From an optimization exercise on the open Yosys and OpenROAD flow, aimed at small area, a short achievable clock period and few clock cycles per item; shortcuts taken in it are not production practice.
At most, simulation tests tie the RTL to the original design; equivalence was not proved.
No functional check of the RTL was part of run 2.

==> flow/design.v (outline; a module is shown in full before it is edited, if it fits) <==
// module arctan: 3204 lines
// module arctan_fa: 4 lines
// module arctan_ha: 4 lines
// module arctan_top: 29 lines
module arctan_top(
	input             clk,
	input             rst,
	input             in_valid,
	output            in_ready,
	input      [31:0] inx,
	input      [31:0] iny,
	output reg        out_valid,
	output reg [31:0] out
);
  // ...
==> flow/flow/run.sh <==
#!/bin/bash
# The standard layout (standard.sh), with plain buf_2 cells as the port
# buffers instead of the delay buffer the resizer picks by default.
# make's full output goes to flow_make.log; ORFS keeps each step's log under orfs/logs/.
set -euo pipefail
BUFFER_PORTS_ARGS="-buffer_cell sky130_fd_sc_hd__buf_2" bash standard.sh finish > flow_make.log 2>&1
==> flow/standard.sh <==
#!/bin/bash
# synth_recipe.tcl (not shown) runs the flow's synth.tcl, then flattens the netlist and writes it again
# the make line also repeats each setting of config.mk as NAME=value (left out here)
make -C /OpenROAD-flow-scripts/flow DESIGN_CONFIG=/design/flow/config.mk WORK_HOME=/design/flow/orfs CLKGATE_MAP_FILE= SYNTH_SCRIPT=/design/flow/synth_recipe.tcl "${@:-finish}"
==> flow/config.mk <==
export PLATFORM = sky130hd
export DESIGN_NAME = arctan_top
export DESIGN_NICKNAME = arctan_top
export VERILOG_FILES = /design/flow/design.v
export SDC_FILE = /design/flow/constraint.sdc
export NUM_CORES = 4
export LEC_CHECK = 0
export CAP_MARGIN = 20
export CORE_MARGIN = 2
export CORE_UTILIZATION = 40
export CTS_BUF_LIST = sky130_fd_sc_hd__clkbuf_8
export CTS_CLUSTER_DIAMETER = 84
export CTS_CLUSTER_SIZE = 14
export SLEW_MARGIN = 20
export SYNTH_HIERARCHICAL = 1
export SYNTH_MINIMUM_KEEP_SIZE = 0
==> flow/constraint.sdc <==
create_clock -name core_clock -period 200.0 [get_ports {clk}]
set_input_delay 40.0000 -clock core_clock [delete_from_list [all_inputs] [get_ports {clk}]]
set_output_delay 40.0000 -clock core_clock [all_outputs]
set_load 0.01 [all_outputs]
==> results.tsv, run 1 <==
metric	value	unit
clk_share	1.68	%
synthTopCellsByCount	1130 x fa_1, 500 x dfxtp_1, 415 x xnor2_1	
num_vias	22500	
muxShareOfSynthArea	0.0683	%
end_kind	register	
r2r_cells	112	
nNonClkInverters	393	
critPathMaxStageDelay	0.61	ns
place_hpwl	74900	um
final_common_cell	fa_1	
rsz0062_at_grt	no	
sequential_cell_total	500	
wl_met2	44200	um
start_kind	register	
multi_input_area_share	69.5	%
hp-class	reg2reg	
status	complete, no violations	
place_ws	158.26	ns
globalplace.congestion	0.837	
path_common_cell	fa_1	
final-nonclk-buf-share	1.43	%
nNonClkBuffers	126	
post-route-min-period	41.80	ns
syn_avg_cell_area	13.6	um2
met3_usage	2.04	%
synthSimpleGateAreaFrac	2.11	%
whs_path_depth	0	
grt-ovfl-total	0	
Testbench counts, summed over its fixed seeds: cycles 3,264, items 3,200.
==> inputs of run 2 (changes only) <==
--- a/flow/design.v
+++ b/flow/design.v
@@ -2037,120 +2037,120 @@
 arctan_ha ha1053(.a(l_23[0]), .b(l_24_c[0]), .s(l_24[0]), .co(l_24_c[1]));
 arctan_ha ha1054(.a(l_23[1]), .b(l_24_c[1]), .s(l_24[1]), .co(l_24_c[2]));
 arctan_ha ha1055(.a(l_23[2]), .b(l_24_c[2]), .s(l_24[2]), .co(l_24_c[3]));
 arctan_ha ha1056(.a(l_23[3]), .b(l_24_c[3]), .s(l_24[3]), .co(l_24_c[4]));
 arctan_ha ha1057(.a(l_23[4]), .b(l_24_c[4]), .s(l_24[4]), .co(l_24_c[5]));
 arctan_ha ha1058(.a(lc_23), .b(l_24_c[5]), .s(l_24[5]), .co(l_24_c[6]));
 wire lf_24;
 assign lf_24 = rle_4 | (rlq_4 & lc_24);
-reg [24:0] rd_5;
-always @(posedge clk) rd_5 <= {n_24, n_23, n_22, n_21, n_20, n_19, rd_4[18], rd_4[17], rd_4[16], rd_4[15], rd_4[14], rd_4[13], rd_4[12], rd_4[11], rd_4[10], rd_4[9], rd_4[8], rd_4[7], rd_4[6], rd_4[5], rd_4[4], rd_4[3], rd_4[2], rd_4[1], rd_4[0]};
-reg rf_5;
-always @(posedge clk) rf_5 <= f_24;
-reg [9:0] ru_5;
-always @(posedge clk) ru_5 <= {tn_23[9], tn_23[8], tn_23[7], tn_23[6], tn_23[5], tn_23[4], tn_23[3], tn_23[2], tn_23[1], tn_23[0]};
-reg [33:24] rxf_5;
-always @(posedge clk) rxf_5 <= {rxf_4[33], rxf_4[32], rxf_4[31], rxf_4[30], rxf_4[29], rxf_4[28], rxf_4[27], rxf_4[26], rxf_4[25], rxf_4[24]};
-reg ra_5;
-always @(posedge clk) ra_5 <= ab_24;
-reg [5:0] rl_5;
-always @(posedge clk) rl_5 <= {lc_24, l_24[4], l_24[3], l_24[2], l_24[1], l_24[0]};
-reg rle_5, rlq_5;
-always @(posedge clk) begin rle_5 <= rle_4; rlq_5 <= rlq_4; end
 wire c_24;
-assign c_24 = ra_5 & (rle_5 | (rlq_5 & rl_5[5]));
+assign c_24 = ab_24 & lf_24;
 wire [10:0] v_24;
 wire [11:0] v_24_c;
 assign v_24_c[0] = c_24;
-arctan_fa fa1059(.a(ru_5[0]), .b(rxf_5[24]), .c(v_24_c[0]), .s(v_24[0]), .co(v_24_c[1]));
-arctan_fa fa1060(.a(ru_5[1]), .b(rxf_5[25]), .c(v_24_c[1]), .s(v_24[1]), .co(v_24_c[2]));
-arctan_fa fa1061(.a(ru_5[2]), .b(rxf_5[26]), .c(v_24_c[2]), .s(v_24[2]), .co(v_24_c[3]));
-arctan_fa fa1062(.a(ru_5[3]), .b(rxf_5[27]), .c(v_24_c[3]), .s(v_24[3]), .co(v_24_c[4]));
-arctan_fa fa1063(.a(ru_5[4]), .b(rxf_5[28]), .c(v_24_c[4]), .s(v_24[4]), .co(v_24_c[5]));
-arctan_fa fa1064(.a(ru_5[5]), .b(rxf_5[29]), .c(v_24_c[5]), .s(v_24[5]), .co(v_24_c[6]));
-arctan_fa fa1065(.a(ru_5[6]), .b(rxf_5[30]), .c(v_24_c[6]), .s(v_24[6]), .co(v_24_c[7]));
-arctan_fa fa1066(.a(ru_5[7]), .b(rxf_5[31]), .c(v_24_c[7]), .s(v_24[7]), .co(v_24_c[8]));
-arctan_fa fa1067(.a(ru_5[8]), .b(rxf_5[32]), .c(v_24_c[8]), .s(v_24[8]), .co(v_24_c[9]));
-arctan_fa fa1068(.a(ru_5[9]), .b(rxf_5[33]), .c(v_24_c[9]), .s(v_24[9]), .co(v_24_c[10]));
-assign v_24[10] = ~(rxf_5[33] ^ v_24_c[10]);
-assign v_24_c[11] = rxf_5[33] | v_24_c[10];
+arctan_fa fa1059(.a(tn_23[0]), .b(rxf_4[24]), .c(v_24_c[0]), .s(v_24[0]), .co(v_24_c[1]));
+arctan_fa fa1060(.a(tn_23[1]), .b(rxf_4[25]), .c(v_24_c[1]), .s(v_24[1]), .co(v_24_c[2]));
+arctan_fa fa1061(.a(tn_23[2]), .b(rxf_4[26]), .c(v_24_c[2]), .s(v_24[2]), .co(v_24_c[3]));
+arctan_fa fa1062(.a(tn_23[3]), .b(rxf_4[27]), .c(v_24_c[3]), .s(v_24[3]), .co(v_24_c[4]));
+arctan_fa fa1063(.a(tn_23[4]), .b(rxf_4[28]), .c(v_24_c[4]), .s(v_24[4]), .co(v_24_c[5]));
+arctan_fa fa1064(.a(tn_23[5]), .b(rxf_4[29]), .c(v_24_c[5]), .s(v_24[5]), .co(v_24_c[6]));
+arctan_fa fa1065(.a(tn_23[6]), .b(rxf_4[30]), .c(v_24_c[6]), .s(v_24[6]), .co(v_24_c[7]));
+arctan_fa fa1066(.a(tn_23[7]), .b(rxf_4[31]), .c(v_24_c[7]), .s(v_24[7]), .co(v_24_c[8]));
+arctan_fa fa1067(.a(tn_23[8]), .b(rxf_4[32]), .c(v_24_c[8]), .s(v_24[8]), .co(v_24_c[9]));
+arctan_fa fa1068(.a(tn_23[9]), .b(rxf_4[33]), .c(v_24_c[9]), .s(v_24[9]), .co(v_24_c[10]));
+assign v_24[10] = ~(rxf_4[33] ^ v_24_c[10]);
+assign v_24_c[11] = rxf_4[33] | v_24_c[10];
 wire [9:0] tn_24;
 assign tn_24[0] = ~(v_24[0] ^ v_24[10]);
 assign tn_24[1] = ~(v_24[1] ^ v_24[10]);
 assign tn_24[2] = ~(v_24[2] ^ v_24[10]);
 assign tn_24[3] = ~(v_24[3] ^ v_24[10]);
 assign tn_24[4] = ~(v_24[4] ^ v_24[10]);
 assign tn_24[5] = ~(v_24[5] ^ v_24[10]);
 assign tn_24[6] = ~(v_24[6] ^ v_24[10]);
 assign tn_24[7] = ~(v_24[7] ^ v_24[10]);
 assign tn_24[8] = ~(v_24[8] ^ v_24[10]);
 assign tn_24[9] = ~(v_24[9] ^ v_24[10]);
 wire n_25;
-assign n_25 = rf_5 ? rd_5[24] : ~(rd_5[24] ^ v_24[10]);
+assign n_25 = f_24 ? n_24 : ~(n_24 ^ v_24[10]);
 wire f_25;
-assign f_25 = rf_5 | ((v_24[9] ^ v_24[10]) | ((v_24[8] ^ v_24[10]) & ((v_24[7] ^ v_24[10]) | (v_24[6] ^ v_24[10]))));
+assign f_25 = f_24 | ((v_24[9] ^ v_24[10]) | ((v_24[8] ^ v_24[10]) & ((v_24[7] ^ v_24[10]) | (v_24[6] ^ v_24[10]))));
 wire ab_25;
-assign ab_25 = ra_5 & rxf_5[24];
+assign ab_25 = ab_24 & rxf_4[24];
 wire lc_25;
-assign lc_25 = rl_5[5] | (rd_5[24] & rl_5[0] & rl_5[1] & rl_5[2] & rl_5[3] & rl_5[4]);
+assign lc_25 = lc_24 | (n_24 & l_24[0] & l_24[1] & l_24[2] & l_24[3] & l_24[4]);
 wire [5:0] l_25;
 wire [6:0] l_25_c;
-assign l_25_c[0] = rd_5[24];
-arctan_ha ha1069(.a(rl_5[0]), .b(l_25_c[0]), .s(l_25[0]), .co(l_25_c[1]));
-arctan_ha ha1070(.a(rl_5[1]), .b(l_25_c[1]), .s(l_25[1]), .co(l_25_c[2]));
-arctan_ha ha1071(.a(rl_5[2]), .b(l_25_c[2]), .s(l_25[2]), .co(l_25_c[3]));
-arctan_ha ha1072(.a(rl_5[3]), .b(l_25_c[3]), .s(l_25[3]), .co(l_25_c[4]));
-arctan_ha ha1073(.a(rl_5[4]), .b(l_25_c[4]), .s(l_25[4]), .co(l_25_c[5]));
-arctan_ha ha1074(.a(rl_5[5]), .b(l_25_c[5]), .s(l_25[5]), .co(l_25_c[6]));
+assign l_25_c[0] = n_24;
+arctan_ha ha1069(.a(l_24[0]), .b(l_25_c[0]), .s(l_25[0]), .co(l_25_c[1]));
+arctan_ha ha1070(.a(l_24[1]), .b(l_25_c[1]), .s(l_25[1]), .co(l_25_c[2]));
+arctan_ha ha1071(.a(l_24[2]), .b(l_25_c[2]), .s(l_25[2]), .co(l_25_c[3]));
+arctan_ha ha1072(.a(l_24[3]), .b(l_25_c[3]), .s(l_25[3]), .co(l_25_c[4]));
+arctan_ha ha1073(.a(l_24[4]), .b(l_25_c[4]), .s(l_25[4]), .co(l_25_c[5]));
+arctan_ha ha1074(.a(lc_24), .b(l_25_c[5]), .s(l_25[5]), .co(l_25_c[6]));
 wire lf_25;
-assign lf_25 = rle_5 | (rlq_5 & lc_25);
+assign lf_25 = rle_4 | (rlq_4 & lc_25);
+reg [25:0] rd_5;
+always @(posedge clk) rd_5 <= {n_25, n_24, n_23, n_22, n_21, n_20, n_19, rd_4[18], rd_4[17], rd_4[16], rd_4[15], rd_4[14], rd_4[13], rd_4[12], rd_4[11], rd_4[10], rd_4[9], rd_4[8], rd_4[7], rd_4[6], rd_4[5], rd_4[4], rd_4[3], rd_4[2], rd_4[1], rd_4[0]};
+reg rf_5;
+always @(posedge clk) rf_5 <= f_25;
+reg [8:0] ru_5;
+always @(posedge clk) ru_5 <= {tn_24[8], tn_24[7], tn_24[6], tn_24[5], tn_24[4], tn_24[3], tn_24[2], tn_24[1], tn_24[0]};
+reg [33:25] rxf_5;
+always @(posedge clk) rxf_5 <= {rxf_4[33], rxf_4[32], rxf_4[31], rxf_4[30], rxf_4[29], rxf_4[28], rxf_4[27], rxf_4[26], rxf_4[25]};
+reg ra_5;
+always @(posedge clk) ra_5 <= ab_25;
+reg [5:0] rl_5;
+always @(posedge clk) rl_5 <= {lc_25, l_25[4], l_25[3], l_25[2], l_25[1], l_25[0]};
+reg rle_5, rlq_5;
+always @(posedge clk) begin rle_5 <= rle_4; rlq_5 <= rlq_4; end
 wire c_25;
-assign c_25 = ab_25 & lf_25;
+assign c_25 = ra_5 & (rle_5 | (rlq_5 & rl_5[5]));
 wire [9:0] v_25;
 wire [10:0] v_25_c;
 assign v_25_c[0] = c_25;
-arctan_fa fa1075(.a(tn_24[0]), .b(rxf_5[25]), .c(v_25_c[0]), .s(v_25[0]), .co(v_25_c[1]));
-arctan_fa fa1076(.a(tn_24[1]), .b(rxf_5[26]), .c(v_25_c[1]), .s(v_25[1]), .co(v_25_c[2]));
-arctan_fa fa1077(.a(tn_24[2]), .b(rxf_5[27]), .c(v_25_c[2]), .s(v_25[2]), .co(v_25_c[3]));
-arctan_fa fa1078(.a(tn_24[3]), .b(rxf_5[28]), .c(v_25_c[3]), .s(v_25[3]), .co(v_25_c[4]));
-arctan_fa fa1079(.a(tn_24[4]), .b(rxf_5[29]), .c(v_25_c[4]), .s(v_25[4]), .co(v_25_c[5]));
-arctan_fa fa1080(.a(tn_24[5]), .b(rxf_5[30]), .c(v_25_c[5]), .s(v_25[5]), .co(v_25_c[6]));
-arctan_fa fa1081(.a(tn_24[6]), .b(rxf_5[31]), .c(v_25_c[6]), .s(v_25[6]), .co(v_25_c[7]));
-arctan_fa fa1082(.a(tn_24[7]), .b(rxf_5[32]), .c(v_25_c[7]), .s(v_25[7]), .co(v_25_c[8]));
-arctan_fa fa1083(.a(tn_24[8]), .b(rxf_5[33]), .c(v_25_c[8]), .s(v_25[8]), .co(v_25_c[9]));
+arctan_fa fa1075(.a(ru_5[0]), .b(rxf_5[25]), .c(v_25_c[0]), .s(v_25[0]), .co(v_25_c[1]));
+arctan_fa fa1076(.a(ru_5[1]), .b(rxf_5[26]), .c(v_25_c[1]), .s(v_25[1]), .co(v_25_c[2]));
+arctan_fa fa1077(.a(ru_5[2]), .b(rxf_5[27]), .c(v_25_c[2]), .s(v_25[2]), .co(v_25_c[3]));
+arctan_fa fa1078(.a(ru_5[3]), .b(rxf_5[28]), .c(v_25_c[3]), .s(v_25[3]), .co(v_25_c[4]));
+arctan_fa fa1079(.a(ru_5[4]), .b(rxf_5[29]), .c(v_25_c[4]), .s(v_25[4]), .co(v_25_c[5]));
+arctan_fa fa1080(.a(ru_5[5]), .b(rxf_5[30]), .c(v_25_c[5]), .s(v_25[5]), .co(v_25_c[6]));
+arctan_fa fa1081(.a(ru_5[6]), .b(rxf_5[31]), .c(v_25_c[6]), .s(v_25[6]), .co(v_25_c[7]));
+arctan_fa fa1082(.a(ru_5[7]), .b(rxf_5[32]), .c(v_25_c[7]), .s(v_25[7]), .co(v_25_c[8]));
+arctan_fa fa1083(.a(ru_5[8]), .b(rxf_5[33]), .c(v_25_c[8]), .s(v_25[8]), .co(v_25_c[9]));
 assign v_25[9] = ~(rxf_5[33] ^ v_25_c[9]);
 assign v_25_c[10] = rxf_5[33] | v_25_c[9];
 wire [8:0] tn_25;
 assign tn_25[0] = ~(v_25[0] ^ v_25[9]);
 assign tn_25[1] = ~(v_25[1] ^ v_25[9]);
 assign tn_25[2] = ~(v_25[2] ^ v_25[9]);
 assign tn_25[3] = ~(v_25[3] ^ v_25[9]);
 assign tn_25[4] = ~(v_25[4] ^ v_25[9]);
 assign tn_25[5] = ~(v_25[5] ^ v_25[9]);
 assign tn_25[6] = ~(v_25[6] ^ v_25[9]);
 assign tn_25[7] = ~(v_25[7] ^ v_25[9]);
 assign tn_25[8] = ~(v_25[8] ^ v_25[9]);
 wire n_26;
-assign n_26 = f_25 ? n_25 : ~(n_25 ^ v_25[9]);
+assign n_26 = rf_5 ? rd_5[25] : ~(rd_5[25] ^ v_25[9]);
 wire f_26;
-assign f_26 = f_25 | ((v_25[8] ^ v_25[9]) | ((v_25[7] ^ v_25[9]) & ((v_25[6] ^ v_25[9]) | (v_25[5] ^ v_25[9]))));
+assign f_26 = rf_5 | ((v_25[8] ^ v_25[9]) | ((v_25[7] ^ v_25[9]) & ((v_25[6] ^ v_25[9]) | (v_25[5] ^ v_25[9]))));
 wire ab_26;
-assign ab_26 = ab_25 & rxf_5[25];
+assign ab_26 = ra_5 & rxf_5[25];
 wire lc_26;
-assign lc_26 = lc_25 | (n_25 & l_25[0] & l_25[1] & l_25[2] & l_25[3] & l_25[4]);
+assign lc_26 = rl_5[5] | (rd_5[25] & rl_5[0] & rl_5[1] & rl_5[2] & rl_5[3] & rl_5[4]);
 wire [5:0] l_26;
 wire [6:0] l_26_c;
-assign l_26_c[0] = n_25;
-arctan_ha ha1084(.a(l_25[0]), .b(l_26_c[0]), .s(l_26[0]), .co(l_26_c[1]));
-arctan_ha ha1085(.a(l_25[1]), .b(l_26_c[1]), .s(l_26[1]), .co(l_26_c[2]));
-arctan_ha ha1086(.a(l_25[2]), .b(l_26_c[2]), .s(l_26[2]), .co(l_26_c[3]));
-arctan_ha ha1087(.a(l_25[3]), .b(l_26_c[3]), .s(l_26[3]), .co(l_26_c[4]));
-arctan_ha ha1088(.a(l_25[4]), .b(l_26_c[4]), .s(l_26[4]), .co(l_26_c[5]));
-arctan_ha ha1089(.a(lc_25), .b(l_26_c[5]), .s(l_26[5]), .co(l_26_c[6]));
+assign l_26_c[0] = rd_5[25];
+arctan_ha ha1084(.a(rl_5[0]), .b(l_26_c[0]), .s(l_26[0]), .co(l_26_c[1]));
+arctan_ha ha1085(.a(rl_5[1]), .b(l_26_c[1]), .s(l_26[1]), .co(l_26_c[2]));
+arctan_ha ha1086(.a(rl_5[2]), .b(l_26_c[2]), .s(l_26[2]), .co(l_26_c[3]));
+arctan_ha ha1087(.a(rl_5[3]), .b(l_26_c[3]), .s(l_26[3]), .co(l_26_c[4]));
+arctan_ha ha1088(.a(rl_5[4]), .b(l_26_c[4]), .s(l_26[4]), .co(l_26_c[5]));
+arctan_ha ha1089(.a(rl_5[5]), .b(l_26_c[5]), .s(l_26[5]), .co(l_26_c[6]));
 wire lf_26;
 assign lf_26 = rle_5 | (rlq_5 & lc_26);
 wire c_26;
 assign c_26 = ab_26 & lf_26;
 wire [8:0] v_26;
 wire [9:0] v_26_c;
 assign v_26_c[0] = c_26;
 arctan_fa fa1090(.a(tn_25[0]), .b(rxf_5[26]), .c(v_26_c[0]), .s(v_26[0]), .co(v_26_c[1]));
@@ -2431,17 +2431,17 @@
 wire zs1173;
 wire zc1174;
 arctan_fa fa1175(.a(rd_5[9]), .b(~rd_5[11]), .c(~rd_5[13]), .s(zs1173), .co(zc1174));
 wire zs1176;
 wire zc1177;
 arctan_fa fa1178(.a(rd_5[19]), .b(rd_5[20]), .c(~rd_5[21]), .s(zs1176), .co(zc1177));
 wire zs1179;
 wire zc1180;
-arctan_fa fa1181(.a(rd_5[23]), .b(rd_5[24]), .c(~n_25), .s(zs1179), .co(zc1180));
+arctan_fa fa1181(.a(rd_5[23]), .b(rd_5[24]), .c(~rd_5[25]), .s(zs1179), .co(zc1180));
 wire zs1182;
 wire zc1183;
 arctan_fa fa1184(.a(~n_27), .b(~n_30), .c(~n_32), .s(zs1182), .co(zc1183));
 wire zs1185;
 wire zc1186;
 arctan_fa fa1187(.a(rd_5[1]), .b(~rd_5[12]), .c(rd_5[18]), .s(zs1185), .co(zc1186));
 wire zs1188;
 wire zc1189;
@@ -2452,17 +2452,17 @@
 wire zs1194;
 wire zc1195;
 arctan_fa fa1196(.a(rd_5[8]), .b(rd_5[11]), .c(rd_5[17]), .s(zs1194), .co(zc1195));
 wire zs1197;
 wire zc1198;
 arctan_fa fa1199(.a(rd_5[20]), .b(rd_5[21]), .c(rd_5[24]), .s(zs1197), .co(zc1198));
 wire zs1200;
 wire zc1201;
-arctan_fa fa1202(.a(~n_25), .b(~n_28), .c(~n_30), .s(zs1200), .co(zc1201));
+arctan_fa fa1202(.a(~rd_5[25]), .b(~n_28), .c(~n_30), .s(zs1200), .co(zc1201));
 wire zs1203;
 wire zc1204;
 arctan_fa fa1205(.a(~rd_5[1]), .b(~rd_5[3]), .c(rd_5[9]), .s(zs1203), .co(zc1204));
 wire zs1206;
 wire zc1207;
 arctan_fa fa1208(.a(rd_5[16]), .b(rd_5[19]), .c(rd_5[23]), .s(zs1206), .co(zc1207));
 wire zs1209;
 wire zc1210;
@@ -2479,17 +2479,17 @@
 wire zs1221;
 wire zc1222;
 arctan_fa fa1223(.a(~rd_5[1]), .b(rd_5[5]), .c(~rd_5[7]), .s(zs1221), .co(zc1222));
 wire zs1224;
 wire zc1225;
 arctan_fa fa1226(.a(~rd_5[8]), .b(rd_5[14]), .c(rd_5[17]), .s(zs1224), .co(zc1225));
 wire zs1227;
 wire zc1228;
-arctan_fa fa1229(.a(rd_5[21]), .b(~rd_5[23]), .c(~n_25), .s(zs1227), .co(zc1228));
+arctan_fa fa1229(.a(rd_5[21]), .b(~rd_5[23]), .c(~rd_5[25]), .s(zs1227), .co(zc1228));
 wire zs1230;
 wire zc1231;
 assign zs1230 = ~(~n_27 ^ n_30);
 assign zc1231 = ~n_27 | n_30;
 wire zs1232;
 wire zc1233;
 arctan_fa fa1234(.a(~rd_5[3]), .b(~rd_5[4]), .c(rd_5[6]), .s(zs1232), .co(zc1233));
 wire zs1235;
@@ -2504,17 +2504,17 @@
 wire zs1244;
 wire zc1245;
 arctan_fa fa1246(.a(rd_5[1]), .b(~rd_5[2]), .c(rd_5[7]), .s(zs1244), .co(zc1245));
 wire zs1247;
 wire zc1248;
 arctan_fa fa1249(.a(rd_5[12]), .b(rd_5[15]), .c(rd_5[19]), .s(zs1247), .co(zc1248));
 wire zs1250;
 wire zc1251;
-arctan_fa fa1252(.a(~rd_5[21]), .b(~rd_5[23]), .c(~n_25), .s(zs1250), .co(zc1251));
+arctan_fa fa1252(.a(~rd_5[21]), .b(~rd_5[23]), .c(~rd_5[25]), .s(zs1250), .co(zc1251));
 wire zs1253;
 wire zc1254;
 assign zs1253 = ~(n_28 ^ ~n_31);
 assign zc1254 = n_28 | ~n_31;
 wire zs1255;
 wire zc1256;
 arctan_fa fa1257(.a(~rd_5[5]), .b(rd_5[6]), .c(~rd_5[8]), .s(zs1255), .co(zc1256));
 wire zs1258;
@@ -2538,17 +2538,17 @@
 wire zs1276;
 wire zc1277;
 arctan_fa fa1278(.a(~rd_5[5]), .b(rd_5[6]), .c(~rd_5[8]), .s(zs1276), .co(zc1277));
 wire zs1279;
 wire zc1280;
 arctan_fa fa1281(.a(rd_5[12]), .b(rd_5[16]), .c(~rd_5[18]), .s(zs1279), .co(zc1280));
 wire zs1282;
 wire zc1283;
-arctan_fa fa1284(.a(~rd_5[20]), .b(~rd_5[22]), .c(n_25), .s(zs1282), .co(zc1283));
+arctan_fa fa1284(.a(~rd_5[20]), .b(~rd_5[22]), .c(rd_5[25]), .s(zs1282), .co(zc1283));
 wire zs1285;
 wire zc1286;
 arctan_fa fa1287(.a(~rd_5[4]), .b(rd_5[7]), .c(rd_5[9]), .s(zs1285), .co(zc1286));
 wire zs1288;
 wire zc1289;
 arctan_fa fa1290(.a(rd_5[11]), .b(rd_5[15]), .c(~rd_5[17]), .s(zs1288), .co(zc1289));
 wire zs1291;
 wire zc1292;
@@ -2568,18 +2568,18 @@
 wire zs1306;
 wire zc1307;
 arctan_fa fa1308(.a(~rd_5[8]), .b(rd_5[9]), .c(rd_5[13]), .s(zs1306), .co(zc1307));
 wire zs1309;
 wire zc1310;
 arctan_fa fa1311(.a(~rd_5[15]), .b(~rd_5[17]), .c(~rd_5[19]), .s(zs1309), .co(zc1310));
 wire zs1312;
 wire zc1313;
-assign zs1312 = ~(rd_5[22] ^ ~n_25);
-assign zc1313 = rd_5[22] | ~n_25;
+assign zs1312 = ~(rd_5[22] ^ ~rd_5[25]);
+assign zc1313 = rd_5[22] | ~rd_5[25];
 wire zs1314;
 wire zc1315;
 arctan_fa fa1316(.a(~rd_5[1]), .b(~rd_5[2]), .c(rd_5[12]), .s(zs1314), .co(zc1315));
 wire zs1317;
 wire zc1318;
 arctan_fa fa1319(.a(~rd_5[14]), .b(~rd_5[16]), .c(~rd_5[18]), .s(zs1317), .co(zc1318));
 wire zs1320;
 wire zc1321;
==> flow/run.sh (new file) <==
#!/bin/bash
# synth_recipe.tcl (not shown) runs the flow's synth.tcl, then flattens the netlist and writes it again
# the make line also repeats each setting of config.mk as NAME=value (left out here)
make -C /OpenROAD-flow-scripts/flow DESIGN_CONFIG=/design/flow/config.mk WORK_HOME=/design/flow/orfs CLKGATE_MAP_FILE= SYNTH_SCRIPT=/design/flow/synth_recipe.tcl finish
removed: flow/flow/run.sh
removed: flow/standard.sh
==> results.tsv, run 2 <==
metric	value	unit	change
drt-initial-drc-count	710		
globalplace.congestion	0.844		+0.85%
grt_pass1_wl	144000	um	
ys_ff_latch	499		
place_ws	157.93	ns	-0.332 ns
cp_top_family	adder cells		
synth_most_common_cell	fa_1		
antenna_found_initial	9		
fp.dieH	343	um	
wl	85000	um	
postSynthCellCount	3414		
critPathBufInv	4		
muxShareOfSynthArea	0.0953	%	+0.027 points
tns	0	ns	
synth-async-reset-ratio	0	%	
postLayoutCoreUtil	43.4	%	
grt_usage	15.6	%	
synthAdderAreaFrac	57.0	%	
core.rowCount	124		
drt-pass1-iter-count	4		
ys_seq_area_share	21.7	%	
cts_tree	done		
required	200.54	ns	
crit_type	reg2reg		
grt_max_degree	35		
synth.area.top_cells	fa_1 49%, dfxtp_1 22%, xnor2_1 8.0%		
syn_to_final_growth	7.88	%	
drc_errors	0		
crit_arrival	42.62	ns	
syn_avg_cell_area	13.5	um2	-0.96%
hp-class	reg2reg		
layout_common_cells	1130 x fa_1, 498 x dfxtp_1, 400 x xnor2_1		
first_global_vias	27400		
max_cap_violations	0		
cp_slowest_cell	xnor2_4		
post-route-min-period	42.08	ns	+0.285 ns
cp.depth	111		
synth_top_family_by_area	adder cells		
slew_viol_final	0		
yosysTopAreaCell	fa_1		
critPathMaxStageDelay	0.60	ns	about the same
start_util	40.2	%	
syn_area	45900	um2	
wl_per_cell	16.9	um	
clock-sinks	499		
num-nets-final	4985		
place_hpwl	75100	um	+0.33%
worst_slack	157.92	ns	
dominantRegCellSynth	dfxtp_1		
vias_per_cell	4.54		
clock_skew	0.0397	ns	
final_common_cell	fa_1		
num_vias	22900		+1.7%
core-area	114000	um2	
ant_nets	0		
io_buffers	99		
clk_path_buf_depth	3		
insertion_delay	0.68	ns	
yosysWarningCount	8		
start_kind	register		
finalCritPeriodShare	21.0	%	
ios	101		
setup_viol	0		
post-cts-setup-buffer-count	0		
root_buffer	clkbuf_8		
maxClockFrequency	23.8	MHz	
ctsHoldBuffers	0		
synthXorXnorAreaFrac	12.7	%	
tightestPinTransition	1.01	ns	
clk_pin_slew	0.09	ns	
cts_htree_levels	2		
die_area	118000	um2	
synthDistinctLibCells	60		
critPathMaxFanout	24		
path_common_cell	fa_1		
synth_compound_area_share	1.84	%	
r2r_cells	111		-0.89%
whs_path_depth	0		unchanged
end_kind	register		
die_x	343	um	
synthTopCellsByCount	1130 x fa_1, 499 x dfxtp_1, 419 x xnor2_1		
synth_edf_count	0		
rsz0062_at_grt	no		
drive_above_1_share	3.38	%	
synthSimpleGateAreaFrac	2.29	%	+0.18 points
hold_violations	0		
grt-ovfl-total	0		unchanged
cts_resized	0		
cts_buffers	46		
yosysTopAreaCellShare	49.2	%	
slew_headroom	32.3	%	
status	complete, no violations		
-- run 2: changes by cell type after synthesis, moves of 5 or more --
cell      change
a21oi_1      +12
nand2b_1      -5
nor3_1        +8
inv_1         +5
and3b_1       +5
xor2_1        -6
clkbuf_1      +8
nor2_1       +15
nand2_1       -6
-- run 2: cells by family (layout without fill, tap and decap cells) --
group           after synthesis  in the layout
buf+inv                     496            587
fa+ha+maj                  1414           1414
xor+xnor                    661            661
mux                           3              3
simple gates                209            209
flops                       499            499
compound gates              130            130
other cells                   2             19
-- run 2: worst paths after layout --
kind	slack (ns)	endpoint	startpoint
max	157.92	u_arctan.rf_4	u_arctan.ru_3[0]
min	0.32	u_arctan.rd_4[1]	u_arctan.rd_3[1]
max reg2reg	157.92	u_arctan.rf_4	u_arctan.ru_3[0]
min reg2reg	0.32	u_arctan.rd_4[1]	u_arctan.rd_3[1]
-- run 2: per-stage QoR --
step                      std cells  instance area (um2)  hold WS, ns
after detailed placement       4968                48700        0.312
after global placement         4967                48700        0.310
after floorplan                3427                46000        0.310
after global routing           5032                49600        0.329
final                          5034                49600        0.324
after CTS                      5030                49500        0.323
-- run 2: layer usage --
layer	routed length, um	GRT usage [%]
met5	0	0
met4	1370	3.00
met3	2020	1.62
met2	45900	29.0
met1	35700	19.6
-- run 2: worst reg2reg max path, delay by kind of cell, from the launching register on --
family	cells	cell delay, ns
xor+xnor	10	2.26
compound gates	1	0.10
flops	1	0.32
simple gates	1	0.35
buf+inv	4	1.27
fa+ha+maj	95	37.71
-- run 2: Yosys stat by module (local to each module, per instance) --
module      area, um2  cells inside  times used
arctan_top       2140           114           1
arctan_ha        12.5             1         268
arctan          17800          1902           1
arctan_fa        20.0             1        1130
-- run 2: cell type report --
cell class,instances,area [um2]
inverters,397,1490
diodes,4,10.0
flip-flops and latches,499,9990
well taps,1512,1890
clock inverters,13,123
multi-input cells,2432,34200
repair buffers,128,1210
fillers,10700,64600
clock buffers,49,674

port drivers added, routing unchanged:
No port has a modelled driver above. Below, the same layouts with a new extraction and two added sets of constraints. Step 1, drivers: a clkbuf_16 drives clk and a buf_2 each remaining input, both assumed. Step 2 times the ports against the registers' clock, not the clock port: input delays grow and output delays shrink by t, the midpoint of the rising clock arrivals with the driver on. Three values: ideal, step 1, step 2; two values: the first two.
| run | shift t [ns] | setup WS [ns] | worst hold slack (ns) | worst setup path at the end | pins driven straight from the clock port |
|---|---|---|---|---|---|
| run 1 | 0.730 | 158.201 / 158.201 / 158.201 | 0.321 / 0.321 / 0.321 | register to register | 1 |
| run 2 | 0.728 | 157.916 / 157.916 / 157.916 | 0.324 / 0.324 / 0.324 | register to register | 1 |
After both steps setup and hold are still met in every run listed.
